Source: an optimization exercise on an open RTL-to-GDS flow (aim: small area). Production flows keep margins and buffers that such runs may drop.
At most, simulation tests tie the RTL to the original design; equivalence was not proved.
No functional check of the RTL was part of runs 2 to 5.
Power and IR drop assume default switching activity.

--- flow/run.sh ---
#!/bin/bash
# synth_recipe.tcl (not shown) runs the flow's synth.tcl, then flattens the netlist and writes it again
# the make line also repeats each setting of config.mk as NAME=value (left out here)
make -C /OpenROAD-flow-scripts/flow DESIGN_CONFIG=/design/flow/config.mk WORK_HOME=/design/flow/orfs CLKGATE_MAP_FILE= SYNTH_SCRIPT=/design/flow/synth_recipe.tcl finish
--- flow/config.mk ---
export PLATFORM = sky130hd
export DESIGN_NAME = knightrider
export DESIGN_NICKNAME = knightrider
export VERILOG_FILES = /design/flow/design.v
export SDC_FILE = /design/flow/constraint.sdc
export NUM_CORES = 4
export LEC_CHECK = 0
export CAP_MARGIN = 20
export CORE_MARGIN = 2
export CORE_UTILIZATION = 40
export SLEW_MARGIN = 20
--- flow/constraint.sdc ---
create_clock -name core_clock -period 10.0 [get_ports {clk}]
set_input_delay 2.0000 -clock core_clock [delete_from_list [all_inputs] [get_ports {clk}]]
set_output_delay 2.0000 -clock core_clock [all_outputs]
set_load 0.01 [all_outputs]
--- flow/design.v ---
`timescale 1ns / 1ps
module pwm( input clk,
            input rst,
            input [7:0] duty,
            output reg led
    );
    reg [16:0] count;
    localparam [16:0] period = 17'd99999;
    always @(posedge clk or posedge rst)
        if (rst == 1)
            count <= 0;
        else if (count < period)
            count <= count + 1;
        else
            count <= 0;
    always @(*)
        if (count[16:9] < duty)
            led <= 1;
        else
            led <= 0;
endmodule
`timescale 1ns / 1ps
module knightrider(
    input clk,
	input rst,
    input [1:0]mode,
    output [7:0] led
    );
parameter [20:0] speed=21'd2_097_100;
parameter [14:0] delay1=15'd19_512;
parameter [14:0] delay2=15'd15_512;
parameter [7:0] limit=8'd128;
wire inc,dec;
assign inc=1'b0;
assign dec=1'b0;
reg[7:0]data0;
reg[7:0]data1;
reg[7:0]data2;
reg[7:0]data3;
reg[7:0]data4;
reg[7:0]data5;
reg[7:0]data6;
reg[7:0]data7;
reg[20:0] krt_cnt;
reg [14:0] del_cnt;
reg [7:0] active;
reg direction; 
reg direction_block;
reg [7:0] slow;
wire kr_tick=(speed==krt_cnt);
wire del_tick=mode[1]?(delay1==del_cnt):(delay2==del_cnt);
wire [15:0] disp_data;
pwm pwm_0 (.clk(clk),.rst(rst),.duty(data0),.led(led[0]));
pwm pwm_1 (.clk(clk),.rst(rst),.duty(data1),.led(led[1]));
pwm pwm_2 (.clk(clk),.rst(rst),.duty(data2),.led(led[2]));
pwm pwm_3 (.clk(clk),.rst(rst),.duty(data3),.led(led[3]));
pwm pwm_4 (.clk(clk),.rst(rst),.duty(data4),.led(led[4]));
pwm pwm_5 (.clk(clk),.rst(rst),.duty(data5),.led(led[5]));
pwm pwm_6 (.clk(clk),.rst(rst),.duty(data6),.led(led[6]));
pwm pwm_7 (.clk(clk),.rst(rst),.duty(data7),.led(led[7]));
always@(posedge clk)
	begin
		if(rst|kr_tick)
			krt_cnt<=krt_cnt^krt_cnt;
		else
			krt_cnt<=krt_cnt+1;
	end
always @(posedge clk)
	begin
		if(rst)
			begin
				data0<=data0^data0;
				data1<=data1^data1;
				data2<=data2^data2;
				data3<=data3^data3;
				data4<=data4^data4;
				data5<=data5^data5;
				data6<=data6^data6;
				data7<=data7^data7;
				active<=8'd1;
				direction<=1;
				direction_block<=1;
				del_cnt<=del_cnt^del_cnt;
				slow<=slow^slow;
			end
		else if(mode[0])
			begin
				if(inc)
					begin
						data0<=data0+1;
						data1<=data1+1;
						data2<=data2+1;
						data3<=data3+1;
						data4<=data4+1;
						data5<=data5+1;
						data6<=data6+1;
						data7<=data7+1;
					end
				else if(dec)
					begin
						data0<=data0-1;
						data1<=data1-1;
						data2<=data2-1;
						data3<=data3-1;
						data4<=data4-1;
						data5<=data5-1;
						data6<=data6-1;
						data7<=data7-1;
					end
			end
		else
			begin
				if(kr_tick)
					begin
						if(direction)
							active<=active<<1;
						else
							active<=active>>1;
						if(((active==8'b0000_0010)|(active==8'b0100_0000))&~direction_block)
							begin
								direction_block<=~direction_block;
								direction<=~direction;
							end
						else if(active==8'b0001_0000)
							direction_block<=~direction_block;
						case(active)
							8'd1:	data0<=8'hFF;
							8'd2:	data1<=8'hFF;
							8'd4:	data2<=8'hFF;
							8'd8:	data3<=8'hFF;
							8'd16:	data4<=8'hFF;
							8'd32:	data5<=8'hFF;
							8'd64:	data6<=8'hFF;
							8'd128:	data7<=8'hFF;
						endcase
					end
				else
					begin
						if(del_tick)
							begin
								del_cnt<=del_cnt^del_cnt;
								if(|data0)
									begin
										if(data0>=limit | (slow[0]|mode[1]))
											data0<=data0-1;
										if(data0<limit)
											slow[0]<=~slow[0];
									end
								if(|data1)
									begin
										if(data1>=limit | (slow[1]|mode[1]))
											data1<=data1-1;
										if(data1<limit)
											slow[1]<=~slow[1];
									end
								if(|data2)
									begin
										if(data2>=limit | (slow[2]|mode[1]))
											data2<=data2-1;
										if(data2<limit)
											slow[2]<=~slow[2];
									end
								if(|data3)
									begin
										if(data3>=limit | (slow[3]|mode[1]))
											data3<=data3-1;
										if(data3<limit)
											slow[3]<=~slow[3];
									end
								if(|data4)
									begin
										if(data4>=limit | (slow[4]|mode[1]))
											data4<=data4-1;
										if(data4<limit)
											slow[4]<=~slow[4];
									end
								if(|data5)
									begin
										if(data5>=limit | (slow[5]|mode[1]))
											data5<=data5-1;
										if(data5<limit)
											slow[5]<=~slow[5];
									end
								if(|data6)
									begin
										if(data6>=limit | (slow[6]|mode[1]))
											data6<=data6-1;
										if(data6<limit)
											slow[6]<=~slow[6];
									end
								if(|data7)
									begin
										if(data7>=limit | (slow[7]|mode[1]))
											data7<=data7-1;
										if(data7<limit)
											slow[7]<=~slow[7];
									end
							end
						else
							del_cnt<=del_cnt+1;
					end
			end
	end
endmodule
==> impl_metrics.ini, run 1 <==
[status]
outcome = no timing/DRC/antenna violations

[global_route]
gr-total-overflow = 0
grt_start_max_net_pins = 96
grt_pass1_wl_mm = 50.8
grtUsageTotal_pct = 15.4
antenna_found_initial = 0
first_global_vias = 10600

[timing]
report.final.hold_viol_count = 0
setup-tns-final_ns = 0
fin_crit_sh_pct = 45.9
fin_ws_ns = 5.41
unrepaired_setup_endpoints_after_global_routing = false
setup_viol_count_final = 0
final_worst_path_period_need_ns = 4.59
fmaxAchievable_mhz = 218
report.final.slew_viol_count = 0
worst_pin_slew_ns = 1.04
clock_skew_ns = 0.0159
max-slew-margin-rel_pct = 30.2

[die]
placeableCoreArea_um2 = 35700
die-area_um2 = 38000
start_util_pct = 40.8
die_w_um = 195
row_count = 69
die_y_um = 195
num_io_pins = 12

[setup_path]
crit_top_cell = a21o_1
cells_along_the_critical_path = inv_1 > ha_1 > a21o_1 > a21o_1 > a21oi_1 > o31a_1 > clkdlybuf4s50_1
required_ns = 8.00
cp_max_fo = 3
cp_data_arrival_time_ns = 2.59
worst_setup_path_start_kind = flip-flop
worstSetupEndpointType = primary output
worst_path_largest_cell_delay_ns = 0.55
timing.setup.critical_path_class = reg -> out
critical_path.n_buffers_inverters = 2
critical_path.top_delay_family = compound AO/OA/AOI/OAI gates
worst_path_max_delay_cell = clkdlybuf4s50_1

[detailed_routing]
detail_route.wirelength_mm = 29.2
via_per_inst = 5.43
wire_per_inst_um = 14.6
firstDrtPassIters = 7
dr_total_vias = 10900
initialDrtViolationCount = 615
remaining_drc_errors = 0
route.antenna.remaining_nets = 0

[final_layout]
leading_cell_type_in_the_layout_fill_and_taps_excluded = nor2_1
utilization_pct = 45.2
insertedDiodeCount = 0
layout.cells.most_common_list = nor2_1, dfrtp_1, a21oi_1
final_layout_size_suffix_gt1_share_pct = 6.01
instances_no_fill = 2009
fin_nets = 1612
area_growth_syn_to_layout_pct = 10.6

[synth]
syn_inst = 1527
post_synth_num_cell_types = 67
ys_seq_elements = 254
post_synth_instance_area_um2 = 14600
synth-edff-count = 87
synth-warning-count = 2
postSynthNetCount = 1615
syn-mean-instance-area_um2 = 9.56
ys_dominant_reg_cell = dfrtp_1
synth-async-reset-ratio_pct = 53.5
synth.yosys.seq_area_share_pct = 45.5

[power_and_ir_drop]
seq_power_share_pct = 47.5
peak_vdd_ir_mv = 0.122
cellLeakagePower_uw = 0.00658
combinationalPowerShare_pct = 6.3
power_frac_clock_pct = 46.2
powerDensity_nw_per_um2 = 149
totalPowerFinal_uw = 2400
power_switching_share_pct = 23.3
internal-power_uw = 1840
switchingPower_uw = 558

[placement]
dp_hpwl_mm = 19.7
globalplace.congestion = 0.789
buffer_ports.inserted = 11
placement.setup.worst_slack_ns = 4.73
place_inst = 1953

[run]
drv_cap = 0

[clocking]
clock_transition_at_the_registers_of_the_reported_paths_ns = 0.06
tritoncts = yes
cts_made_buffers = 30
post_cts_resize_count = 0
cts.root.buffer_cell = clkbuf_16
clock_path_buffers = 3
clkLatencyLatePin_ns = 0.55
post-cts-setup-buffer-count = 0
cts_htree_levels = 1
cts.sink_count = 254
cts_hold_buf = 0

[worst_hold_path]
hold_path.class = reg -> reg
[logic make-up after synthesis]
kind of cell / Yosys count / synth area share (%)
adder cells (fa/ha/maj): 84 / 7.20
AO/OA/AOI/OAI: 289 / 12.4
buffers and inverters: 163 / 4.54
flip-flops: 254 / 45.5
multiplexers: 8 / 0.549
AND/OR/NAND/NOR: 579 / 20.8
XOR/XNOR: 150 / 9.00
[final cells by class]
type                    instances  area [µm²]
clock buffers                  40         881
clock inverters                16         134
fillers                      3417       19600
inverters                     103         392
multi-input cells            1110        7310
flip-flops and latches        254        6640
well taps                     461         577
repair buffers                 25         213
[power groups by stage]
stage                     Clock, µW  Combinational, µW  Sequential, µW
after CTS                      1140                155            1140
after global routing           1190                174            1140
after floorplan                   0                121            1150
after detailed placement          0                153            1160
final                          1110                151            1140
after global placement            0                148            1160
[stage by stage]
step           hold WS (ns)  cell area, µm²
3_5_place_dp          0.466           15100
3_3_place_gp          0.445           15100
6_report              0.470           16100
2_1_floorplan         0.425           14600
5_1_grt               0.501           16100
4_1_cts               0.480           16100
[final timing paths]
path / endpoint / start / cells after the start / slack (ns)
worst max register to register: data4[4] / del_cnt[0] / 6 / 6.99
worst max-delay path: led[3] / data3[5] / 7 / 5.41
max in group asynchronous: pwm_4.count[14] / rst / 3 / 7.09
worst min-delay path: krt_cnt[0] / krt_cnt[0] / 1 / 0.47
worst min register to register: krt_cnt[0] / krt_cnt[0] / 1 / 0.47
min in group asynchronous: pwm_0.count[13] / rst / 2 / 1.67
[layer usage]
layer  track usage, %  share of wire (%)  vias up
li1                 -                  -     5500
met1             21.4                 49     5268
met2             25.8                 46      119
met3             2.14                3.2       28
met4             3.19                1.4        0
met5                0                  0        -
[state kept, by name, summed over array words and instances, names as in the netlist, 17 cells and up]
signal       count
krt_cnt         21
pwm_0.count     17
pwm_1.count     17
pwm_2.count     17
pwm_3.count     17
pwm_4.count     17
pwm_5.count     17
pwm_6.count     17
pwm_7.count     17
[cells in the mapped netlist, types with 16 or more instances]
cell type / number / area share, %
nor2_1: 174 / 4.5
a21oi_1: 115 / 3.9
nand4_1: 50 / 2.1
nand2_1: 68 / 1.7
o21ai_0: 40 / 1.4
or4_1: 18 / 0.93
a211oi_1: 16 / 0.82
nor4_1: 32 / 1.4
nor3_1: 36 / 1.2
nand3_1: 76 / 2.6
clkbuf_1: 41 / 1.1
dfxtp_1: 31 / 4.3
inv_1: 103 / 2.6
xor2_1: 49 / 2.9
or3_1: 32 / 1.4
dfrtp_1: 136 / 23
a31oi_1: 17 / 0.73
xnor2_1: 101 / 6.1
ha_1: 84 / 7.2
a21o_1: 27 / 1.4
edfxtp_1: 87 / 18
[worst reg2reg max path, stage by stage (launching register included)]
cell and delay (ns):
edfxtp_1 0.45, inv_1 0.09, ha_1 0.13, or4b_1 0.47
nor3_2 0.30, nand2_1 0.21, o41ai_2 0.97
==> inputs of run 2 (changes only) <==
==> flow/design.v (replaced) <==
`timescale 1ns / 1ps
module pwm( input clk,
            input rst,
            output reg [7:0] hi
    );
    reg [8:0] lo;
    wire wrap = (&{hi[7:6], hi[1:0]}) & (&{lo[7], lo[4:0]});
    always @(posedge clk or posedge rst)
        if (rst)
            {hi, lo} <= 17'd0;
        else if (wrap)
            {hi, lo} <= 17'd0;
        else
            {hi, lo} <= {hi, lo} + 17'd1;
endmodule
`timescale 1ns / 1ps
module knightrider(
    input clk,
    input rst,
    input [1:0] mode,
    output [7:0] led
    );
parameter [20:0] speed=21'd2_097_100;
parameter [14:0] delay1=15'd19_512;
parameter [14:0] delay2=15'd15_512;
localparam [20:0] KRT0 = 21'h1FFFFF - speed;
localparam [14:0] DEL0 = 15'h7FFF - delay1;
localparam [14:0] DEL2 = delay2 + DEL0;
reg [20:0] krt_cnt;
reg [14:0] del_cnt;
reg [2:0] pos;
reg direction;
reg [63:0] data;
reg [7:0] slow;
wire kr_tick = &krt_cnt;
wire del_tick = mode[1] ? (&del_cnt) : (del_cnt == DEL2);
wire kt = kr_tick & ~mode[0];
wire dt = del_tick & ~kr_tick & ~mode[0];
wire del_run = ~kr_tick & ~mode[0];
wire [7:0] phi;
pwm pwm_0 (.clk(clk), .rst(rst), .hi(phi));
always @(posedge clk)
    if (rst | kr_tick)
        krt_cnt <= KRT0;
    else
        krt_cnt <= krt_cnt + 21'd1;
always @(posedge clk)
    if (rst | dt)
        del_cnt <= DEL0;
    else if (del_run)
        del_cnt <= del_cnt + 15'd1;
always @(posedge clk)
    if (rst) begin
        pos <= 3'd0;
        direction <= 1'b1;
    end else if (kt) begin
        pos <= direction ? pos + 3'd1 : pos - 3'd1;
        direction <= direction ? (pos != 3'd6) : (pos == 3'd1);
    end
genvar i;
generate for (i = 0; i < 8; i = i + 1) begin : ch
    wire [7:0] d = data[8*i +: 8];
    wire nz = |d;
    wire dec = dt & (d[7] | (nz & (slow[i] | mode[1])));
    wire tog = dt & nz & ~d[7];
    always @(posedge clk) begin
        if (rst)
            data[8*i +: 8] <= 8'd0;
        else if (kt & (pos == i))
            data[8*i +: 8] <= 8'hFF;
        else if (dec)
            data[8*i +: 8] <= d - 8'd1;
        if (rst)
            slow[i] <= 1'b0;
        else if (tog)
            slow[i] <= ~slow[i];
    end
    assign led[i] = phi < d;
end endgenerate
endmodule
==> impl_metrics.ini, run 2 <==
[global_route]
grtUsageTotal_pct = 18.9
first_global_vias = 6478
grt_start_max_net_pins = 43
grt_pass1_wl_mm = 32.9
gr-total-overflow = 0
antenna_found_initial = 0

[worst_hold_path]
hold_path.class = reg -> reg
worst_hold_startpoint = krt_cnt[0]
worst_hold_path.endpoint = krt_cnt[0]
whs_path_depth = 1

[synth]
synth_top_area_cell = dfxtp_1
syn_inst = 965
postSynthNetCount = 1051
synth_top_area_share_pct = 27.2
synth_compound_gate_area_share_pct = 14.9
synth_top_family_by_area = simple AND/OR/NAND/NOR gates
post_synth_num_cell_types = 76
synth.yosys.seq_area_share_pct = 32.3
ys_seq_elements = 129
yosys.cell_count.top_type = nor2_1
yosys-mux-area-fraction_pct = 1.41
synth-edff-count = 0
synth-simple-area-share_pct = 25.1
ys_top_cells_by_count = nor2_1, dfxtp_1, ha_1
synthTopCellsByArea = dfxtp_1, ha_1, nor2_1, dfrtp_1, xnor2_1
synth-async-reset-ratio_pct = 13.2
syn-mean-instance-area_um2 = 8.55
ys_dominant_reg_cell = dfxtp_1
post_synth_instance_area_um2 = 8250
post_synthesis_share_of_cell_area_spent_on_full_adders_half_adders_and_majority_gates_pct = 12.4
synth_xor_xnor_area_share_pct = 7.65
synth-warning-count = 2

[timing]
clock_skew_ns = 0.0130
worst_pin_slew_ns = 0.842
report.final.slew_viol_count = 0
fmaxAchievable_mhz = 204
unrepaired_setup_endpoints_after_global_routing = false
setup_viol_count_final = 0
finalHoldWorstSlack_ns = 0.409
report.final.hold_viol_count = 0
fin_crit_sh_pct = 49.1
setup-tns-final_ns = 0
final_worst_path_period_need_ns = 4.91
max-slew-margin-rel_pct = 43.8

[setup_path]
crit_top_cell = o21ai_0
worst_path_largest_cell_delay_ns = 0.79
ff2ff_setup_slack_ns = 7.09
required_ns = 8.00
worst_path_max_delay_cell = dfrtp_1
worstSetupEndpointType = primary output
cp_max_fo = 14
timing.setup.critical_path_class = reg -> out
critical_path.n_buffers_inverters = 1
critical_path.top_delay_family = flip-flops
endpoint_of_the_lowest_slack_register_to_register_path = del_cnt[9]
cp_data_arrival_time_ns = 2.91
worst_setup_path_start_kind = flip-flop
worst_r2r_path_depth = 7
worstReg2RegStart = krt_cnt[0]
cells_along_the_critical_path = ha_1 > o21ai_0 > a21boi_0 > o21ai_0 > a21oi_1 > o41ai_1 > clkdlybuf4s50_1

[die]
row_count = 52
placeableCoreArea_um2 = 20200
die_w_um = 148
num_io_pins = 12
die-area_um2 = 21800
die_y_um = 148
start_util_pct = 40.8

[detailed_routing]
dr_total_vias = 6911
route.antenna.remaining_nets = 0
remaining_drc_errors = 0
detail_route.wirelength_mm = 20.3
initialDrtViolationCount = 451
via_per_inst = 5.51
wire_per_inst_um = 16.2
firstDrtPassIters = 4

[clocking]
cts.sink_count = 129
clock_path_buffers = 2
post-cts-setup-buffer-count = 0
clock_transition_at_the_registers_of_the_reported_paths_ns = 0.07
tritoncts = yes
clkLatencyLatePin_ns = 0.43
cts.root.buffer_cell = clkbuf_16
cts_made_buffers = 17
post_cts_resize_count = 0
cts_hold_buf = 0
cts_htree_levels = 4

[status]
outcome = no timing/DRC/antenna violations

[power_and_ir_drop]
peak_vdd_ir_mv = 0.118
internal-power_uw = 881
power_frac_clock_pct = 52.0
cellLeakagePower_uw = 0.00331
switchingPower_uw = 294
seq_power_share_pct = 44.8
combinationalPowerShare_pct = 3.2
power_switching_share_pct = 25.0
powerDensity_nw_per_um2 = 129

[final_layout]
final_layout_size_suffix_gt1_share_pct = 8.43
area_growth_syn_to_layout_pct = 10.4
largestRegisters = data (64), krt_cnt (21), del_cnt (15)
fin_nets = 1057
biggest_register = data
insertedDiodeCount = 0
leading_cell_type_in_the_layout_fill_and_taps_excluded = nor2_1
layout.cells.most_common_list = nor2_1, dfxtp_1, ha_1
largest_register_ffs = 64

[placement]
dp_hpwl_mm = 14.1
globalplace.congestion = 0.854
buffer_ports.inserted = 11

[run]
drv_cap = 0
[run 2: cell types whose count changed in the layout (fill, tap and decap cells not counted), sizes merged, moves of 21 or more]
cell / delta
nor3: +24
nand2: -28
nand4: -24
xnor2: -57
xor2: -21
clkbuf: -23
or3: -24
dfxtp: +81
edfxtp: -87
a21o: -25
a21oi: -76
nor2: -54
dfrtp: -119
nand3: -32
[run 2: cell type report]
cell class | instances | area, µm²
sequential | 129 | 2670
multi-input combinational | 726 | 5080
fill | 1993 | 11100
clock inverter | 15 | 149
clock buffer | 17 | 425
timing repair buffer | 16 | 143
inverter | 81 | 304
tap | 270 | 338
[run 2: worst max-delay path by stage]
stage | from | cells after the start | end | slack [ns]
6_report | pwm_0.hi[1] | 7 | led[1] | 5.09
5_1_grt | pwm_0.hi[1] | 7 | led[2] | 4.89
4_1_cts | pwm_0.hi[1] | 7 | led[1] | 5.06
3_5_place_dp | mode[1] | 7 | data[4] | 4.84
3_3_place_gp | mode[1] | 7 | data[4] | 4.94
2_1_floorplan | mode[1] | 7 | data[4] | 6.10
[run 2: per-stage QoR]
stage	instances	setup slack, ns	power (µW)	instance area (µm²)	utilization (%)
after floorplan	965	6.10	566	8250	-
after global placement	1222	4.94	575	8530	42.2
after detailed placement	1222	4.84	575	8530	42.2
after CTS	1254	5.06	1190	9110	45.0
after global routing	1254	4.89	1210	9110	45.0
final	1254	5.09	1170	9110	45.0
[run 2: kinds of logic (layout without fill, tap and decap cells)]
| group | count (synthesis) | after routing |
|---|---|---|
| adders and majority gates | 82 | 82 |
| AOI/OAI and AO/OA | 179 | 179 |
| DFF | 129 | 129 |
| buffers and inverters | 110 | 129 |
| xor gates and xnor gates | 72 | 72 |
| and+or+nand+nor | 382 | 382 |
| muxes | 11 | 11 |
[run 2: power by group through the flow]
stage               registers (µW)  clock network, µW  logic, µW
finish                         526                611       37.9
floorplan                      534                  0       31.4
detailed placement             537                  0       38.1
global route                   527                645       41.7
global placement               537                  0       37.5
CTS                            526                622       38.2
[run 2: per-layer routing]
layer	vias to the layer above	part of all wire [%]	wire length [µm]	global-route usage (%)
met2	115	46	9380	30.9
met3	27	3.3	664	3.55
met5	-	0	0	0
li1	3511	-	-	-
met4	0	1.7	343	6.06
met1	3258	49	9890	25.3
==> inputs of run 3 (changes only) <==
==> flow/design.v (replaced) <==
`timescale 1ns / 1ps
module pwm( input clk,
            input rst,
            output reg [7:0] hi
    );
    reg [8:0] lo;
    wire wrap = (&{hi[7:6], hi[1:0]}) & (&{lo[7], lo[4:0]});
    always @(posedge clk or posedge rst)
        if (rst)
            {hi, lo} <= 17'd0;
        else if (wrap)
            {hi, lo} <= 17'd0;
        else
            {hi, lo} <= {hi, lo} + 17'd1;
endmodule
`timescale 1ns / 1ps
module knightrider(
    input clk,
    input rst,
    input [1:0] mode,
    output [7:0] led
    );
parameter [20:0] speed=21'd2_097_100;
parameter [14:0] delay1=15'd19_512;
parameter [14:0] delay2=15'd15_512;
parameter [20:0] KRT0 = 21'h001100;
localparam [14:0] DEL0 = 15'h7FFF - delay1;
localparam [14:0] DEL2 = delay2 + DEL0;
reg [20:0] krt_cnt;
reg [14:0] del_cnt;
reg [2:0] pos;
reg direction;
reg [63:0] data;
reg [7:0] slow;
wire kr_tick = ~|krt_cnt[19:0];
wire run = ~kr_tick & ~mode[0];
wire kt = kr_tick & ~mode[0];
wire [15:0] dc;
assign dc[0] = run;
genvar k;
generate for (k = 0; k < 15; k = k + 1) begin : dch
    assign dc[k+1] = dc[k] & del_cnt[k];
end endgenerate
wire dt = mode[1] ? dc[15] : (run & (del_cnt == DEL2));
wire [7:0] phi;
pwm pwm_0 (.clk(clk), .rst(rst), .hi(phi));
always @(posedge clk)
    if (rst | kr_tick)
        krt_cnt <= KRT0;
    else
        krt_cnt <= {krt_cnt[19:0], krt_cnt[20] ^ krt_cnt[18]};
always @(posedge clk)
    if (rst | dt)
        del_cnt <= DEL0;
    else
        del_cnt <= del_cnt ^ dc[14:0];
always @(posedge clk)
    if (rst) begin
        pos <= 3'd0;
        direction <= 1'b1;
    end else if (kt) begin
        pos <= direction ? pos + 3'd1 : pos - 3'd1;
        direction <= direction ? (pos != 3'd6) : (pos == 3'd1);
    end
genvar i;
generate for (i = 0; i < 8; i = i + 1) begin : ch
    wire [7:0] d = data[8*i +: 8];
    wire [8:0] z;
    assign z[0] = 1'b1;
    for (k = 0; k < 8; k = k + 1) begin : zc
        assign z[k+1] = z[k] & ~d[k];
    end
    wire nz = ~z[8];
    wire dec = dt & (d[7] | (nz & (slow[i] | mode[1])));
    wire set = kt & (pos == i);
    always @(posedge clk) begin
        data[8*i +: 8] <= {8{~rst}} & ({8{set}} | (d ^ ({8{dec}} & z[7:0])));
        slow[i] <= ~rst & (slow[i] ^ (dt & nz & ~d[7]));
    end
    wire [8:0] c;
    assign c[0] = 1'b0;
    for (k = 0; k < 8; k = k + 1) begin : cmp
        assign c[k+1] = (d[k] & ~phi[k]) | ((d[k] | ~phi[k]) & c[k]);
    end
    assign led[i] = c[8];
end endgenerate
endmodule
--- a/flow/config.mk
+++ b/flow/config.mk
@@ -7,5 +7,7 @@
 export LEC_CHECK = 0
 export CAP_MARGIN = 20
 export CORE_MARGIN = 2
-export CORE_UTILIZATION = 40
+export CORE_UTILIZATION = 60
+export CTS_BUF_LIST = sky130_fd_sc_hd__clkbuf_4
+export CTS_CLUSTER_SIZE = 30
 export SLEW_MARGIN = 20
==> impl_metrics.ini, run 3 <==
[global_route]
antenna_found_initial = 0
grt_pass1_wl_mm = 25.7
groute.layer.met2.usage_pct = 43.9
grt_start_max_net_pins = 57
globalRoute.busiestLayer = met2
globalRouteMet3Util_pct = 6.05
use_met1_pct = 37.1
first_global_vias = 5308
gr-total-overflow = 0
grtUsageTotal_pct = 27.9

[timing]
max-slew-margin-rel_pct = 42.8
setup-tns-final_ns = 0
final_worst_path_period_need_ns = 6.35
report.final.hold_viol_count = 0
setup_viol_count_final = 0
worst_pin_slew_ns = 0.858
report.final.slew_viol_count = 0
clock_skew_ns = 0.0159
fin_crit_sh_pct = 63.5
unrepaired_setup_endpoints_after_global_routing = false
fin_ws_ns = 3.65
fmaxAchievable_mhz = 157

[power_and_ir_drop]
powerDensity_nw_per_um2 = 134
totalPowerFinal_uw = 955
peak_vdd_ir_mv = 0.139
cellLeakagePower_uw = 0.00271

[synth]
synth-edff-count = 0
ys_seq_elements = 129
syn-mean-instance-area_um2 = 8.67
post_synth_instance_area_um2 = 6660
syn_inst = 768
synth-async-reset-ratio_pct = 13.2
ys_dominant_reg_cell = dfxtp_1
synth_top_area_cell = dfxtp_1
ys_top_cells_by_count = dfxtp_1, nor2_1, o21ai_0
yosys.cell_count.top_type = dfxtp_1
synthTopCellsByArea = dfxtp_1, dfrtp_1, ha_1, o21ai_0, nor2_1
synth.yosys.seq_area_share_pct = 40.1
postSynthNetCount = 803
post_synth_num_cell_types = 58
synth-warning-count = 2
synth_top_area_share_pct = 33.7

[clocking]
clock_path_buffers = 2
clkLatencyLatePin_ns = 0.55
cts.sink_count = 129
tritoncts = yes
cts_htree_levels = 4
cts_made_buffers = 17
cts.root.buffer_cell = clkbuf_4
post_cts_resize_count = 0
post-cts-setup-buffer-count = 0
cts_hold_buf = 0
clock_transition_at_the_registers_of_the_reported_paths_ns = 0.11

[final_layout]
largestRegisters = data (64), krt_cnt (21), del_cnt (15)
seq_area_um2 = 2670
fin_nets = 799
layout.cells.most_common_list = dfxtp_1, nor2_1, o21ai_0
filler_cell_count = 937
leading_cell_type_in_the_layout_fill_and_taps_excluded = dfxtp_1
largest_register_ffs = 64
finish.instance_area_um2 = 7110
area_growth_syn_to_layout_pct = 6.82
insertedDiodeCount = 0
biggest_register = data
multi_input_area_um2 = 3670
final_layout_size_suffix_gt1_share_pct = 6.31

[run]
drv_cap = 0

[setup_path]
startpoint = mode[0]
required_ns = 10.40
cp_data_arrival_time_ns = 6.75
timing.setup.critical_path_class = in -> reg
worst_setup_path_start_kind = input pin
endpoint_of_the_lowest_slack_register_to_register_path = data[57]
worstReg2RegStart = krt_cnt[14]
cp_max_fo = 48
worstSetupEndpointType = flip-flop
ff2ff_setup_slack_ns = 4.34
critical_path.endpoint = data[57]
worst_r2r_path_depth = 27

[detailed_routing]
dr_total_vias = 5654
detail_route.wirelength_mm = 15.8
wire_per_inst_um = 17.3
initialDrtViolationCount = 527
route.antenna.remaining_nets = 0
via_per_inst = 6.17
firstDrtPassIters = 5
remaining_drc_errors = 0

[placement]
dpl-instance-area_um2 = 6810
buffer_ports.inserted = 11
dp_hpwl_mm = 10.3
globalplace.congestion = 0.833
placement.setup.worst_slack_ns = 3.07

[die]
start_util_pct = 61.4
die_w_um = 109
die_y_um = 109
num_io_pins = 12
die-area_um2 = 12000
placeableCoreArea_um2 = 10800
row_count = 38

[worst_hold_path]
hold_path.class = reg -> reg
whs_path_depth = 1

[status]
outcome = no timing/DRC/antenna violations
==> run 3: changes by cell type after synthesis, sizes merged, moves of 25 or more <==
cell / before / now
nor2: 121 / 66
ha: 82 / 31
inv: 80 / 35
nor3: 61 / 17
nand3: 44 / 17
maj3: 0 / 26
nand4: 27 / 2
==> run 3: worst min path at each step <==
stage | from | to | slack, ns
4_1_cts | krt_cnt[0] | krt_cnt[1] | 0.47
3_5_place_dp | krt_cnt[15] | krt_cnt[16] | 0.45
5_1_grt | krt_cnt[4] | krt_cnt[5] | 0.49
3_3_place_gp | krt_cnt[7] | krt_cnt[8] | 0.44
2_1_floorplan | krt_cnt[7] | krt_cnt[8] | 0.42
6_report | krt_cnt[0] | krt_cnt[1] | 0.47
==> run 3: area by class of cell <==
type	instances	area share, %
clock buffer	17	1.80
clock inverter	14	2.41
inverter	38	2.01
multi-input combinational	560	51.6
sequential	129	37.5
tap	140	2.46
timing repair buffer	18	2.22
==> run 3: kinds of logic after synthesis <==
logic type | Yosys count | share of synthesized area [%]
XOR/XNOR | 53 | 6.98
adder cells (fa/ha/maj) | 57 | 9.81
flip-flops | 129 | 40.1
AO/OA/AOI/OAI | 198 | 18.8
AND/OR/NAND/NOR | 250 | 19.2
buffers and inverters | 79 | 4.81
multiplexers | 2 | 0.301
==> run 3: power breakdown <==
group / internal [µW] / total [µW] / switching (µW)
sequential: 522 / 529 / 6.93
combinational: 19.5 / 45.6 / 26.0
clock: 192 / 380 / 188
total: 734 / 955 / 221
==> run 3: stage by stage <==
step | hold slack (ns) | util (%) | std cells
after global placement | 0.440 | 62.8 | 885
after floorplan | 0.416 | - | 768
final | 0.469 | 65.6 | 916
after detailed placement | 0.447 | 62.8 | 885
after CTS | 0.469 | 65.6 | 916
after global routing | 0.488 | 65.6 | 916
==> run 3: critical path: stages <==
cell and delay (ns):
clkdlybuf4s50_1 0.52, nor2_1 0.07, ha_1 0.19, ha_1 0.18
ha_1 0.18, ha_1 0.18, ha_1 0.18, ha_1 0.18
ha_1 0.18, ha_1 0.18, ha_1 0.18, ha_1 0.18
ha_1 0.18, ha_1 0.18, ha_1 0.18, ha_1 0.18
ha_1 0.16, and2_1 0.13, buf_4 0.28, nor2_1 0.27
buf_4 0.29, nor2_1 0.08, ha_1 0.22, xnor2_1 0.13
a21oi_1 0.07
==> run 3: metal layers <==
| metal | share of wire [%] | vias up |
|---|---|---|
| li1 | - | 2745 |
| met1 | 45 | 2673 |
| met4 | 2.4 | 0 |
| met2 | 46 | 200 |
| met5 | 0 | - |
| met3 | 6.6 | 36 |
==> inputs of run 4 (changes only) <==
--- a/flow/config.mk
+++ b/flow/config.mk
@@ -8,6 +8,7 @@
 export CAP_MARGIN = 20
 export CORE_MARGIN = 2
 export CORE_UTILIZATION = 60
-export CTS_BUF_LIST = sky130_fd_sc_hd__clkbuf_4
-export CTS_CLUSTER_SIZE = 30
+export CTS_BUF_LIST = sky130_fd_sc_hd__clkbuf_8
+export CTS_CLUSTER_DIAMETER = 200
+export CTS_CLUSTER_SIZE = 60
 export SLEW_MARGIN = 20
==> impl_metrics.ini, run 4 <==
[timing]
unrepaired_setup_endpoints_after_global_routing = false
max-slew-margin-rel_pct = 38.7
setup_viol_count_final = 0
final_worst_path_period_need_ns = 6.47
fin_crit_sh_pct = 64.7
report.final.hold_viol_count = 0
setup-tns-final_ns = 0
fmaxAchievable_mhz = 155
worst_pin_slew_ns = 0.917
clock_skew_ns = 0.0118
report.final.slew_viol_count = 0

[global_route]
use_met1_pct = 36.9
grtUsageTotal_pct = 28.4
globalRouteMet3Util_pct = 7.17
antenna_found_initial = 0
grt_start_max_net_pins = 57
first_global_vias = 5327
globalRoute.busiestLayer = met2
grt_pass1_wl_mm = 26.0
gr-total-overflow = 0
groute.layer.met2.usage_pct = 44.8

[detailed_routing]
initialDrtViolationCount = 494
via_per_inst = 6.16
wire_per_inst_um = 17.4
dr_total_vias = 5638
route.antenna.remaining_nets = 0
detail_route.wirelength_mm = 16.0
remaining_drc_errors = 0
firstDrtPassIters = 4

[synth]
synthTopCellsByArea = dfxtp_1, dfrtp_1, ha_1, o21ai_0, nor2_1
post_synth_num_cell_types = 58
ys_top_cells_by_count = dfxtp_1, nor2_1, o21ai_0
synth.yosys.seq_area_share_pct = 40.1
syn_inst = 768
postSynthNetCount = 803
yosys.cell_count.top_type = dfxtp_1
synth-edff-count = 0
synth_top_area_cell = dfxtp_1
synth-async-reset-ratio_pct = 13.2
synth_top_area_share_pct = 33.7
syn-mean-instance-area_um2 = 8.67
ys_seq_elements = 129
post_synth_instance_area_um2 = 6660
synth-warning-count = 2
ys_dominant_reg_cell = dfxtp_1

[final_layout]
insertedDiodeCount = 0
fin_nets = 799
area_growth_syn_to_layout_pct = 9.02
final_layout_size_suffix_gt1_share_pct = 6.83
layout.cells.most_common_list = dfxtp_1, nor2_1, o21ai_0
leading_cell_type_in_the_layout_fill_and_taps_excluded = dfxtp_1
biggest_register = data
largestRegisters = data (64), krt_cnt (21), del_cnt (15)
largest_register_ffs = 64

[setup_path]
worstReg2RegStart = krt_cnt[14]
cp_max_fo = 48
worstSetupEndpointType = flip-flop
ff2ff_setup_slack_ns = 4.31
required_ns = 10.30
worst_setup_path_start_kind = input pin
timing.setup.critical_path_class = in -> reg
startpoint = mode[0]
cp_data_arrival_time_ns = 6.78

[clocking]
cts.sink_count = 129
tritoncts = yes
cts_hold_buf = 0
cts.root.buffer_cell = clkbuf_8
clock_transition_at_the_registers_of_the_reported_paths_ns = 0.07
post-cts-setup-buffer-count = 0
cts_htree_levels = 4
post_cts_resize_count = 0
clock_path_buffers = 2
cts_made_buffers = 17
clkLatencyLatePin_ns = 0.46

[die]
die_w_um = 109
die-area_um2 = 12000
start_util_pct = 61.4
row_count = 38
placeableCoreArea_um2 = 10800
die_y_um = 109
num_io_pins = 12

[placement]
globalplace.congestion = 0.833
dp_hpwl_mm = 10.3
buffer_ports.inserted = 11

[run]
drv_cap = 0

[power_and_ir_drop]
peak_vdd_ir_mv = 0.152
cellLeakagePower_uw = 0.00278
powerDensity_nw_per_um2 = 148
totalPowerFinal_uw = 1070

[worst_hold_path]
worst_hold_startpoint = krt_cnt[19]
hold_path.class = reg -> reg

[status]
outcome = no timing/DRC/antenna violations
[run 4: cell count changes in the layout (fill, tap and decap cells not counted)]
cell | before | now
clkbuf_4 | 17 | 0
clkinv_1 | 7 | 3
clkbuf_8 | 0 | 21
[run 4: per-layer routing]
metal  vias to the layer above  part of all wire [%]
met4                         0                   2.7
met3                        40                   6.2
met2                       200                    46
li1                       2735                     -
met1                      2663                    45
met5                         -                     0
[run 4: cell families (layout without fill, tap and decap cells)]
kind of cell	Yosys count	after routing	synth area share (%)
buffers and inverters	79	87	4.81
XOR/XNOR	53	53	6.98
adder cells (fa/ha/maj)	57	57	9.81
AND/OR/NAND/NOR	250	250	19.2
multiplexers	2	2	0.301
flip-flops	129	129	40.1
AO/OA/AOI/OAI	198	198	18.8
[run 4: power breakdown]
part	internal (µW)	total [µW]	switching, µW
Clock	295	499	204
Combinational	19.5	45.5	26.0
Sequential	522	529	6.86
[run 4: cell type report]
class                           instances  area, µm²
Clock buffer                           21        289
Timing Repair Buffer                   18        158
Inverter                               38        143
Multi-Input combinational cell        560       3670
Tap cell                              140        175
Fill cell                             917       3580
Clock inverter                         10        156
Sequential cell                       129       2670
[run 4: worst paths after layout]
kind / cells past startpoint / end
max in group asynchronous: 3 / pwm_0.hi[7]
setup reg to reg: 27 / data[57]
hold / removal: 1 / krt_cnt[20]
setup / recovery: 25 / data[57]
hold reg to reg: 1 / krt_cnt[20]
min in group asynchronous: 2 / pwm_0.hi[1]
[run 4: per-stage QoR]
step                hold WS (ns)  worst slack, ns  util [%]  cell area, µm²  cells
global route               0.481             3.22      66.9            7260    916
global placement           0.440             3.15      62.8            6810    885
detailed placement         0.447             3.07      62.8            6810    885
floorplan                  0.416             4.04         -            6660    768
finish                     0.464             3.53      66.9            7260    916
CTS                        0.465             3.53      66.9            7260    916
[run 4: critical path, cell delays in order]
cell and delay [ns]:
clkdlybuf4s50_1 0.52, nor2_1 0.07, ha_1 0.19, ha_1 0.18
ha_1 0.18, ha_1 0.18, ha_1 0.18, ha_1 0.18
ha_1 0.18, ha_1 0.18, ha_1 0.18, ha_1 0.18
ha_1 0.18, ha_1 0.18, ha_1 0.18, ha_1 0.19
ha_1 0.18, and2_1 0.13, buf_4 0.28, nor2_1 0.27
buf_4 0.29, nor2_1 0.08, ha_1 0.22, xnor2_1 0.13
a21oi_1 0.07
==> inputs of run 5 (changes only) <==
==> flow/flow/run.sh (new file) <==
#!/bin/bash
# Standard layout, with the clock tree built without dummy loads.
export CTS_ARGS="-sink_clustering_enable -repair_clock_nets -dont_use_dummy_load -buf_list sky130_fd_sc_hd__clkbuf_4 -sink_clustering_size 30"
bash standard.sh > standard.log 2>&1
==> flow/standard.sh (new file) <==
#!/bin/bash
# synth_recipe.tcl (not shown) runs the flow's synth.tcl, then flattens the netlist and writes it again
# the make line also repeats each setting of config.mk as NAME=value (left out here)
make -C /OpenROAD-flow-scripts/flow DESIGN_CONFIG=/design/flow/config.mk WORK_HOME=/design/flow/orfs CLKGATE_MAP_FILE= SYNTH_SCRIPT=/design/flow/synth_recipe.tcl "${@:-finish}"
--- a/flow/config.mk
+++ b/flow/config.mk
@@ -8,7 +8,4 @@
 export CAP_MARGIN = 20
 export CORE_MARGIN = 2
 export CORE_UTILIZATION = 60
-export CTS_BUF_LIST = sky130_fd_sc_hd__clkbuf_8
-export CTS_CLUSTER_DIAMETER = 200
-export CTS_CLUSTER_SIZE = 60
 export SLEW_MARGIN = 20
removed: flow/run.sh
==> impl_metrics.ini, run 5 <==
[global_route]
grt_pass1_wl_mm = 25.5
gr-total-overflow = 0
grtUsageTotal_pct = 27.7
grt_start_max_net_pins = 57
antenna_found_initial = 0
first_global_vias = 5271

[timing]
final_worst_path_period_need_ns = 6.39
fin_ws_ns = 3.61
clock_skew_ns = 0.0279
unrepaired_setup_endpoints_after_global_routing = false
fmaxAchievable_mhz = 157
finalHoldWorstSlack_ns = 0.471
setup_viol_count_final = 0
report.final.hold_viol_count = 0
report.final.slew_viol_count = 0
max-slew-margin-rel_pct = 43.2
setup-tns-final_ns = 0
worst_pin_slew_ns = 0.852
fin_crit_sh_pct = 63.9

[power_and_ir_drop]
seq_power_share_pct = 65.1
cellLeakagePower_uw = 0.00263
internal-power_uw = 619
peak_vdd_ir_mv = 0.126
power_switching_share_pct = 23.8
combinationalPowerShare_pct = 5.6
power_frac_clock_pct = 29.2
switchingPower_uw = 193
totalPowerFinal_uw = 812
powerDensity_nw_per_um2 = 117

[clocking]
cts_htree_levels = 4
tritoncts = yes
cts.root.buffer_cell = clkbuf_4
clkLatencyLatePin_ns = 0.54
clock_path_buffers = 2
clock_transition_at_the_registers_of_the_reported_paths_ns = 0.11
cts_hold_buf = 0
cts_made_buffers = 17
post_cts_resize_count = 0
cts.sink_count = 129
post-cts-setup-buffer-count = 0

[detailed_routing]
detailroute.wirelength.met3_um = 892
top_layer_used_by_detailed_routing = met4
initialDrtViolationCount = 475
firstDrtPassIters = 5
remaining_drc_errors = 0
wire_per_inst_um = 17.4
detail_route.wirelength_mm = 15.7
dr_total_vias = 5575
via_per_inst = 6.18
detail_route.wirelength.met1_mm = 7.21
route.antenna.remaining_nets = 0
met2_length_mm = 7.19

[final_layout]
final_layout_size_suffix_gt1_share_pct = 5.12
fin_nets = 799
instances_no_fill = 902
leading_cell_type_in_the_layout_fill_and_taps_excluded = dfxtp_1
largestRegisters = data (64), krt_cnt (21), del_cnt (15)
biggest_register = data
layout.cells.most_common_list = dfxtp_1, nor2_1, o21ai_0
insertedDiodeCount = 0
largest_register_ffs = 64
area_growth_syn_to_layout_pct = 4.25

[setup_path]
critical_path.n_buffers_inverters = 3
cp_data_arrival_time_ns = 6.75
crit_top_cell = ha_1
worst_path_largest_cell_delay_ns = 0.52
critical_path.top_delay_family = adder cells
timing.setup.critical_path_class = in -> reg
worst_path_max_delay_cell = clkdlybuf4s50_1
worst_setup_path_start_kind = input pin
worstSetupEndpointType = flip-flop
cp_max_fo = 48
required_ns = 10.37

[placement]
buffer_ports.inserted = 11
place_inst = 885
globalplace.congestion = 0.833
dp_hpwl_mm = 10.3
placement.setup.worst_slack_ns = 3.07

[synth]
synth-simple-area-share_pct = 19.2
syn_inst = 768
synth-async-reset-ratio_pct = 13.2
synth_top_area_cell = dfxtp_1
postSynthNetCount = 803
synth-warning-count = 2
post_synth_instance_area_um2 = 6660
synth_compound_gate_area_share_pct = 18.8
synth.yosys.seq_area_share_pct = 40.1
syn-mean-instance-area_um2 = 8.67
synth_top_area_share_pct = 33.7
ys_seq_elements = 129
synthTopCellsByArea = dfxtp_1, dfrtp_1, ha_1, o21ai_0, nor2_1
synth-edff-count = 0
yosys-mux-area-fraction_pct = 0.301
post_synth_num_cell_types = 58
yosys.cell_count.top_type = dfxtp_1
post_synthesis_share_of_cell_area_spent_on_full_adders_half_adders_and_majority_gates_pct = 9.81
ys_dominant_reg_cell = dfxtp_1
ys_top_cells_by_count = dfxtp_1, nor2_1, o21ai_0
synth_xor_xnor_area_share_pct = 6.97
synth_top_family_by_area = simple AND/OR/NAND/NOR gates

[die]
start_util_pct = 61.4
die_y_um = 109
row_count = 38
placeableCoreArea_um2 = 10800
num_io_pins = 12
die_w_um = 109
die-area_um2 = 12000

[worst_hold_path]
hold_path.class = reg -> reg

[status]
outcome = no timing/DRC/antenna violations

[run]
drv_cap = 0
run 5: cell count changes in the layout (fill, tap and decap cells not counted), sizes merged:
cell | before | now
bufinv | 4 | 0
clkbuf | 21 | 17
clkinv | 8 | 3
clkinvlp | 1 | 0
run 5: path summary, 6_finish.rpt:
path | start | end | slack, ns | cells past startpoint
worst max-delay path | mode[0] | data[57] | 3.61 | 25
worst min-delay path | krt_cnt[0] | krt_cnt[1] | 0.47 | 1
worst max register to register | krt_cnt[14] | data[57] | 4.31 | 27
worst min register to register | krt_cnt[0] | krt_cnt[1] | 0.47 | 1
max in group asynchronous | rst | pwm_0.hi[6] | 7.43 | 3
min in group asynchronous | rst | pwm_0.hi[1] | 1.95 | 2
run 5: worst register-to-register path: stages (launching register included):
cell and delay, ns:
dfxtp_1 0.33, nor4_1 0.44, nand2_1 0.19, nor2_1 0.31
nor2_1 0.08, ha_1 0.19, ha_1 0.18, ha_1 0.18
ha_1 0.18, ha_1 0.18, ha_1 0.18, ha_1 0.18
ha_1 0.18, ha_1 0.18, ha_1 0.18, ha_1 0.18
ha_1 0.18, ha_1 0.18, ha_1 0.18, ha_1 0.16
and2_1 0.13, buf_4 0.28, nor2_1 0.30, buf_4 0.29
nor2_1 0.09, ha_1 0.22, xnor2_1 0.13, a21oi_1 0.08
run 5: cell families (layout without fill, tap and decap cells):
logic type	after synthesis	count (layout)
AND/OR/NAND/NOR	250	250
AO/OA/AOI/OAI	198	198
flip-flops	129	129
buffers and inverters	79	73
adder cells (fa/ha/maj)	57	57
XOR/XNOR	53	53
multiplexers	2	2
run 5: cell type report:
cell class	count	area [µm²]
fill	960	3900
multi-input combinational	560	3670
sequential	129	2670
tap	140	175
timing repair buffer	18	158
inverter	38	143
clock buffer	17	128
run 5: power by group through the flow:
stage / logic [µW] / clock network [µW] / registers (µW)
final: 45.6 / 238 / 529
after global placement: 44.8 / 0 / 540
after global routing: 52.5 / 260 / 530
after detailed placement: 45.8 / 0 / 541
after CTS: 46.2 / 243 / 529
after floorplan: 33.3 / 0 / 538
run 5: metrics by stage:
| stage | area, µm² | util [%] |
|---|---|---|
| 2_1_floorplan | 6660 | - |
| 3_3_place_gp | 6810 | 62.8 |
| 3_5_place_dp | 6810 | 62.8 |
| 4_1_cts | 6940 | 64.0 |
| 5_1_grt | 6940 | 64.0 |
| 6_report | 6940 | 64.0 |
run 5: metal layers:
metal  vias to the layer above  GRT usage [%]
met5                         -              0
met4                         0           12.3
met3                        38           6.34
met2                       171           43.5
met1                      2647           36.4
li1                       2719              -
==> inputs of run 6 (changes only) <==
--- a/flow/design.v
+++ b/flow/design.v
@@ -4,14 +4,20 @@
             output reg [7:0] hi
     );
     reg [8:0] lo;
-    wire wrap = (&{hi[7:6], hi[1:0]}) & (&{lo[7], lo[4:0]});
+    wire lz = ~|lo[7:0];
+    wire carry = lo[8] & lz;                   
+    wire fb = lo[8] ^ lo[4] ^ lz;
+    wire h194 = hi[7] & hi[6] & hi[1] & ~hi[0];
+    wire h195 = hi[7] & hi[6] & hi[1] & hi[0];
     always @(posedge clk or posedge rst)
-        if (rst)
-            {hi, lo} <= 17'd0;
-        else if (wrap)
-            {hi, lo} <= 17'd0;
-        else
-            {hi, lo} <= {hi, lo} + 17'd1;
+        if (rst) begin
+            lo <= 9'd0;
+            hi <= 8'd0;
+        end else begin
+            lo <= {lo[7:0], fb} | ((carry & h194) ? 9'b110110110 : 9'b0);
+            if (carry)
+                hi <= (hi + 8'd1) & ~(h195 ? 8'b11000100 : 8'b0);
+        end
 endmodule
 `timescale 1ns / 1ps
 module knightrider(
==> flow/flow/run.sh (replaced) <==
#!/bin/bash
# The standard layout (standard.sh) with these changes:
#  - synthesis maps with an area-oriented abc script and no adder cells
#  - port buffers are buf_1
#  - the clock tree is built without dummy loads
set -euo pipefail
here=$(pwd)
export AREA_ABC_SCRIPT=$here/flow/area.abc
export ADDER_MAP_FILE=
export BUFFER_PORTS_ARGS="-buffer_cell sky130_fd_sc_hd__buf_1"
export CTS_ARGS="-sink_clustering_enable -repair_clock_nets -dont_use_dummy_load -buf_list {sky130_fd_sc_hd__clkbuf_4 sky130_fd_sc_hd__clkbuf_8} -sink_clustering_size 20"
sed "s#SYNTH_SCRIPT=[^ ]*#SYNTH_SCRIPT=$here/flow/synth.tcl#" standard.sh > flow_standard.sh
bash flow_standard.sh > flow.log 2>&1
==> flow/flow/area.abc (new file) <==
strash
&get -n
&st
&dch -f
&nf -a -R 1000
&st
&syn2
&dch -f
&nf -a -R 1000
&st
&dch -f
&nf -a -R 1000
&put
==> flow/flow/synth.tcl (new file) <==
# The standard flow's synthesis script (synth_recipe.tcl), with abc's mapping script
# replaced by an area-oriented one (flow/area.abc).
proc synth {args} { yosys synth -nofsm -noshare {*}$args }
proc abc {args} {
  set i [lsearch -exact $args -script]
  if { $i >= 0 } { lset args [expr { $i + 1 }] $::env(AREA_ABC_SCRIPT) }
  yosys abc {*}$args
}
source $::env(SCRIPTS_DIR)/synth.tcl
# left out here: clear keep_hierarchy, flatten, clean up, hide names made inside functions, write 1_2_yosys.v
==> impl_metrics.ini, run 6 <==
[timing]
fin_crit_sh_pct = 55.4
fmaxAchievable_mhz = 181
setup_viol_count_final = 0
report.final.hold_viol_count = 0
fin_ws_ns = 4.46
unrepaired_setup_endpoints_after_global_routing = false
clock_skew_ns = 0.0360
finalHoldWorstSlack_ns = 0.392
final_worst_path_period_need_ns = 5.54
worst_pin_slew_ns = 0.778
max-slew-margin-rel_pct = 48.1
report.final.slew_viol_count = 0
setup-tns-final_ns = 0

[global_route]
antenna_found_initial = 0
grtUsageTotal_pct = 24.9
grt_start_max_net_pins = 75
groute.layer.met2.usage_pct = 40.5
globalRoute.busiestLayer = met2
first_global_vias = 4175
use_met1_pct = 33.7
grt_pass1_wl_mm = 19.8
gr-total-overflow = 0
globalRouteMet3Util_pct = 5.34

[worst_hold_path]
worst_hold_startpoint = pwm_0.lo[2]
worst_hold_path.endpoint = pwm_0.lo[3]
whs_path_depth = 0
hold_path.class = reg -> reg

[final_layout]
final_layout_size_suffix_gt1_share_pct = 3.48
area_growth_syn_to_layout_pct = 8.14
multi_input_area_um2 = 2720
insertedDiodeCount = 0
fin_nets = 639
instances_no_fill = 741
layout.cells.most_common_list = dfxtp_1, o21ai_0, nand2_1
filler_cell_count = 734
largestRegisters = data (64), krt_cnt (21), del_cnt (15)
largest_register_ffs = 64
biggest_register = data
utilization_pct = 66.9
leading_cell_type_in_the_layout_fill_and_taps_excluded = dfxtp_1
seq_area_um2 = 2670

[clocking]
cts.root.buffer_cell = clkbuf_8
post_cts_resize_count = 0
clkLatencyLatePin_ns = 0.43
tritoncts = yes
post-cts-setup-buffer-count = 0
clock_transition_at_the_registers_of_the_reported_paths_ns = 0.09
cts_made_buffers = 17
cts_htree_levels = 4
cts_hold_buf = 0
clock_path_buffers = 2
cts.sink_count = 129

[setup_path]
worstReg2RegStart = krt_cnt[14]
ff2ff_setup_slack_ns = 6.06
worstSetupEndpointType = primary output
endpoint_of_the_lowest_slack_register_to_register_path = data[54]
required_ns = 8.00
worst_setup_path_start_kind = flip-flop
worst_path_largest_cell_delay_ns = 0.50
crit_top_cell = maj3_1
cells_along_the_critical_path = clkinv_1 > maj3_1 > maj3_1 > maj3_1 > maj3_1 > maj3_1 > a21oi_1 > o2bb2ai_1 > buf_1
timing.setup.critical_path_class = reg -> out
critical_path.n_buffers_inverters = 2
crit_cells = 9
worst_r2r_path_depth = 19
critical_path.top_delay_family = adder cells
cp_max_fo = 9
worst_path_max_delay_cell = maj3_1
cp_data_arrival_time_ns = 3.54

[synth]
postSynthNetCount = 605
post_synth_num_cell_types = 32
ys_dominant_reg_cell = dfxtp_1
synth-edff-count = 0
synth-warning-count = 2
synth.yosys.seq_area_share_pct = 49.2
synth_top_area_share_pct = 41.3
ys_seq_elements = 129
syn_inst = 601
syn-mean-instance-area_um2 = 9.03
yosys.cell_count.top_type = dfxtp_1
synth-async-reset-ratio_pct = 13.2
synthTopCellsByArea = dfxtp_1, dfrtp_1, maj3_1, o21ai_0, a31oi_1
post_synth_instance_area_um2 = 5430
ys_top_cells_by_count = dfxtp_1, o21ai_0, nand2_1
synth_top_area_cell = dfxtp_1

[die]
start_util_pct = 61.9
row_count = 34
num_io_pins = 12
die-area_um2 = 9820
placeableCoreArea_um2 = 8760
die_y_um = 99.1
die_w_um = 99.1

[power_and_ir_drop]
peak_vdd_ir_mv = 0.139
cellLeakagePower_uw = 0.00207
powerDensity_nw_per_um2 = 149

[placement]
buffer_ports.inserted = 11
globalplace.congestion = 0.812
placement.setup.worst_slack_ns = 4.64
dp_hpwl_mm = 7.40
place_inst = 724

[detailed_routing]
detail_route.wirelength_mm = 11.7
initialDrtViolationCount = 231
route.antenna.remaining_nets = 0
wire_per_inst_um = 15.8
dr_total_vias = 4560
remaining_drc_errors = 0
via_per_inst = 6.15
firstDrtPassIters = 5

[run]
drv_cap = 0

[status]
outcome = no timing/DRC/antenna violations
-- run 6: cell types whose count changed after synthesis, sizes merged, moves of 9 or more --
cell    change
nor2b      -16
nor2       -17
maj3       +10
xnor2      -15
a31oi      +24
o211ai      -9
buf        -14
clkbuf     -27
xor2       -23
ha         -31
or2        +19
inv        -35
-- run 6: power by group --
part / total, µW / leakage, µW / switching (µW) / internal, µW
Sequential: 527 / 0.00112 / 5.17 / 522
Combinational: 33.0 / 0.000832 / 20.4 / 12.6
Clock: 314 / 0.000122 / 165 / 149
-- run 6: layout make-up --
cell class,instances,share of cell area [%]
clock buffers,17,3.99
flip-flops and latches,129,45.5
inverters,9,0.576
well taps,108,2.30
multi-input cells,463,46.4
repair buffers,15,1.24
-- run 6: metrics by stage --
stage / total power [µW] / instance area (µm²)
final: 874 / 5870
after detailed placement: 571 / 5630
after global routing: 908 / 5870
after global placement: 570 / 5630
after floorplan: 558 / 5430
after CTS: 883 / 5870
-- run 6: how the worst max path moves through the flow --
stage / to / slack (ns) / start
global placement: data[22] / 4.75 / mode[0]
CTS: led[5] / 4.45 / pwm_0.hi[1]
detailed placement: data[54] / 4.64 / mode[0]
global route: led[6] / 4.28 / pwm_0.hi[1]
finish: led[5] / 4.46 / pwm_0.hi[1]
floorplan: data[54] / 4.80 / mode[0]
-- run 6: per-layer routing --
metal  routed length [µm]  up-vias
met5                    0        -
met4                  116        0
met3                  576       13
met2                 5580      122
met1                 5440     2128
li1                     -     2297
-- run 6: cells by family (layout without fill, tap and decap cells) --
| logic type | count (synthesis) | count (layout) | synth area share (%) |
|---|---|---|---|
| adder cells (fa/ha/maj) | 36 | 36 | 6.64 |
| buffers and inverters | 9 | 41 | 0.623 |
| XOR/XNOR | 15 | 15 | 2.42 |
| flip-flops | 129 | 129 | 49.2 |
| AO/OA/AOI/OAI | 177 | 177 | 18.6 |
| AND/OR/NAND/NOR | 235 | 235 | 22.6 |
-- run 6: worst register-to-register path: stages, from the launching register on --
cell and delay, ns:
dfxtp_1 0.35, nor4_1 0.06, nand4_1 0.08, nor4_1 0.05, buf_4 0.15, nor2_1 0.25, and3_1 0.39, nand4_1 0.13
clkinv_1 0.11, nand2_1 0.09, nor2_1 0.24, nand4_1 0.15, o21ai_1 0.11, buf_4 0.24, o21ai_0 0.16, or4_1 0.49
or3_1 0.37, or2_0 0.24, nand2_1 0.08, a31oi_1 0.06
==> inputs of run 7 (changes only) <==
--- a/flow/flow/run.sh
+++ b/flow/flow/run.sh
@@ -8,6 +8,6 @@
 export AREA_ABC_SCRIPT=$here/flow/area.abc
 export ADDER_MAP_FILE=
 export BUFFER_PORTS_ARGS="-buffer_cell sky130_fd_sc_hd__buf_1"
-export CTS_ARGS="-sink_clustering_enable -repair_clock_nets -dont_use_dummy_load -buf_list {sky130_fd_sc_hd__clkbuf_4 sky130_fd_sc_hd__clkbuf_8} -sink_clustering_size 20"
+export CTS_ARGS="-sink_clustering_enable -repair_clock_nets -dont_use_dummy_load -buf_list sky130_fd_sc_hd__clkbuf_8"
 sed "s#SYNTH_SCRIPT=[^ ]*#SYNTH_SCRIPT=$here/flow/synth.tcl#" standard.sh > flow_standard.sh
 bash flow_standard.sh > flow.log 2>&1
==> impl_metrics.ini, run 7 <==
[timing]
worst_pin_slew_ns = 0.778
unrepaired_setup_endpoints_after_global_routing = false
max-slew-margin-rel_pct = 48.1
fin_crit_sh_pct = 55.4
setup-tns-final_ns = 0
setup_viol_count_final = 0
final_worst_path_period_need_ns = 5.54
fmaxAchievable_mhz = 181
clock_skew_ns = 0.0360
report.final.hold_viol_count = 0
report.final.slew_viol_count = 0
finalHoldWorstSlack_ns = 0.392

[clocking]
tritoncts = yes
cts.root.buffer_cell = clkbuf_8
cts.sink_count = 129
post-cts-setup-buffer-count = 0
clock_path_buffers = 2
cts_made_buffers = 17
post_cts_resize_count = 0
clkLatencyLatePin_ns = 0.43
cts_htree_levels = 4
cts_hold_buf = 0
clock_transition_at_the_registers_of_the_reported_paths_ns = 0.09

[setup_path]
worst_setup_path_start_kind = flip-flop
cp_max_fo = 9
startpoint = pwm_0.hi[1]
worstSetupEndpointType = primary output
required_ns = 8.00
cp_data_arrival_time_ns = 3.54
worstReg2RegStart = krt_cnt[14]
crit_top_cell = maj3_1
worst_path_largest_cell_delay_ns = 0.50
worst_path_max_delay_cell = maj3_1
timing.setup.critical_path_class = reg -> out
cells_along_the_critical_path = clkinv_1 > maj3_1 > maj3_1 > maj3_1 > maj3_1 > maj3_1 > a21oi_1 > o2bb2ai_1 > buf_1

[synth]
postSynthNetCount = 605
ys_dominant_reg_cell = dfxtp_1
synth-warning-count = 2
synth.yosys.seq_area_share_pct = 49.2
post_synth_num_cell_types = 32
synth-async-reset-ratio_pct = 13.2
synthTopCellsByArea = dfxtp_1, dfrtp_1, maj3_1, o21ai_0, a31oi_1
ys_top_cells_by_count = dfxtp_1, o21ai_0, nand2_1
synth-simple-area-share_pct = 22.6
synth-edff-count = 0
synth_compound_gate_area_share_pct = 18.6
synth_top_area_share_pct = 41.3
syn-mean-instance-area_um2 = 9.03
post_synthesis_share_of_cell_area_spent_on_full_adders_half_adders_and_majority_gates_pct = 6.64
synth_top_area_cell = dfxtp_1
ys_seq_elements = 129
yosys.cell_count.top_type = dfxtp_1
synth_xor_xnor_area_share_pct = 2.42
synth_top_family_by_area = simple AND/OR/NAND/NOR gates
post_synth_instance_area_um2 = 5430
yosys-mux-area-fraction_pct = 0
syn_inst = 601

[placement]
globalplace.congestion = 0.812
buffer_ports.inserted = 11
dp_hpwl_mm = 7.40

[detailed_routing]
detail_route.wirelength_mm = 11.7
route.antenna.remaining_nets = 0
initialDrtViolationCount = 231
via_per_inst = 6.15
remaining_drc_errors = 0
firstDrtPassIters = 5
dr_total_vias = 4560
wire_per_inst_um = 15.8

[power_and_ir_drop]
switchingPower_uw = 191
totalPowerFinal_uw = 874
power_switching_share_pct = 21.8
powerDensity_nw_per_um2 = 149
internal-power_uw = 683
peak_vdd_ir_mv = 0.139
cellLeakagePower_uw = 0.00207
seq_power_share_pct = 60.3
combinationalPowerShare_pct = 3.8
power_frac_clock_pct = 35.9

[die]
row_count = 34
placeableCoreArea_um2 = 8760
start_util_pct = 61.9
die-area_um2 = 9820
die_w_um = 99.1
die_y_um = 99.1
num_io_pins = 12

[final_layout]
layout.cells.most_common_list = dfxtp_1, o21ai_0, nand2_1
fin_nets = 639
largest_register_ffs = 64
area_growth_syn_to_layout_pct = 8.14
biggest_register = data
leading_cell_type_in_the_layout_fill_and_taps_excluded = dfxtp_1
insertedDiodeCount = 0
final_layout_size_suffix_gt1_share_pct = 3.48
largestRegisters = data (64), krt_cnt (21), del_cnt (15)

[run]
drv_cap = 0

[global_route]
first_global_vias = 4175
grtUsageTotal_pct = 24.9
gr-total-overflow = 0
antenna_found_initial = 0
grt_start_max_net_pins = 75
grt_pass1_wl_mm = 19.8

[worst_hold_path]
hold_path.class = reg -> reg
worst_hold_startpoint = pwm_0.lo[2]

[status]
outcome = no timing/DRC/antenna violations
[run 7: kinds of logic (layout without fill, tap and decap cells)]
group / Yosys count / count (layout)
AOI/OAI and AO/OA: 177 / 177
buffers and inverters: 9 / 41
adders and majority gates: 36 / 36
xor gates and xnor gates: 15 / 15
and+or+nand+nor: 235 / 235
DFF: 129 / 129
[run 7: power by group through the flow]
stage	Sequential [µW]	Clock, µW	Combinational (µW)
floorplan	536	0	21.1
global placement	537	0	32.4
detailed placement	538	0	33.1
CTS	527	323	33.2
global route	528	343	37.0
finish	527	314	33.0
[run 7: final timing paths]
kind	to	slack, ns	cells past startpoint
min reg2reg	pwm_0.lo[3]	0.39	0
max reg2reg	data[54]	6.06	19
min	pwm_0.lo[3]	0.39	0
max in group asynchronous	pwm_0.hi[6]	7.68	4
min in group asynchronous	pwm_0.lo[2]	2.03	4
max	led[5]	4.46	9
[run 7: worst max-delay path: cells and delay by family, from the launching register on]
family / cells / cell delay, ns
fa+ha+maj: 5 / 1.98
buf+inv: 2 / 0.51
compound gates: 2 / 0.24
flops: 1 / 0.39
[run 7: layout make-up]
type	count	area, µm²
multi-input combinational	463	2720
timing repair buffer	15	72.6
sequential	129	2670
fill	734	2900
tap	108	135
inverter	9	33.8
clock buffer	17	234
[run 7: per-stage QoR]
stage	cell area, µm²	utilization (%)	setup WS [ns]	std cells
floorplan	5430	-	4.80	601
global placement	5630	64.3	4.75	724
detailed placement	5630	64.3	4.64	724
CTS	5870	66.9	4.45	741
global route	5870	66.9	4.28	741
finish	5870	66.9	4.46	741
[run 7: routing by layer]
metal  up-vias  global-route usage, %  wire length, µm
li1       2297                      -                -
met2       122                   40.5             5580
met4         0                   7.27              116
met5         -                      0                0
met3        13                   5.34              576
met1      2128                   33.7             5440

-- separate check: timing with driven ports --
In the flow no input, the clock included, has a driving cell. The finished layouts below were timed again as built, in two steps.
Step 1 assumes that a clkbuf_16 drives the clock port and a buf_2 every other input.
Step 2 adds t to the input delays and takes it off the output delays; t is the mean of the earliest and latest rising clock arrival at the registers after step 1. Input paths then give back, and output paths get back, about the clock's delay inside the block.
a / b / c = no drivers / after step 1 / after step 2; a / b = the first two.
| run | t (ns) | setup slack, ns | worst hold slack (ns) | cell pins on the clock port's net |
|---|---|---|---|---|
| run 1 | 0.594 | 5.411 / 5.363 / 5.092 | 0.470 / 0.470 / 0.470 | 1 |
| run 2 | 0.472 | 5.088 / 5.038 / 4.816 | 0.409 / 0.409 / 0.409 | 1 |
| run 3 | 0.573 | 3.650 / 3.658 / 3.085 | 0.469 / 0.469 / 0.469 | 1 |
| run 4 | 0.486 | 3.528 / 3.538 / 3.052 | 0.464 / 0.464 / 0.464 | 1 |
| run 5 | 0.558 | 3.614 / 3.624 / 3.066 | 0.471 / 0.471 / 0.471 | 1 |
| run 6 | 0.443 | 4.464 / 4.433 / 4.638 | 0.392 / 0.392 / 0.392 | 1 |
| run 7 | 0.443 | 4.464 / 4.433 / 4.638 | 0.392 / 0.392 / 0.392 | 1 |
After both steps setup and hold are still met in every run listed. The setup slack of run 3, which loses most, moves by +0.008 ns with the drivers and by -0.565 ns with both steps.
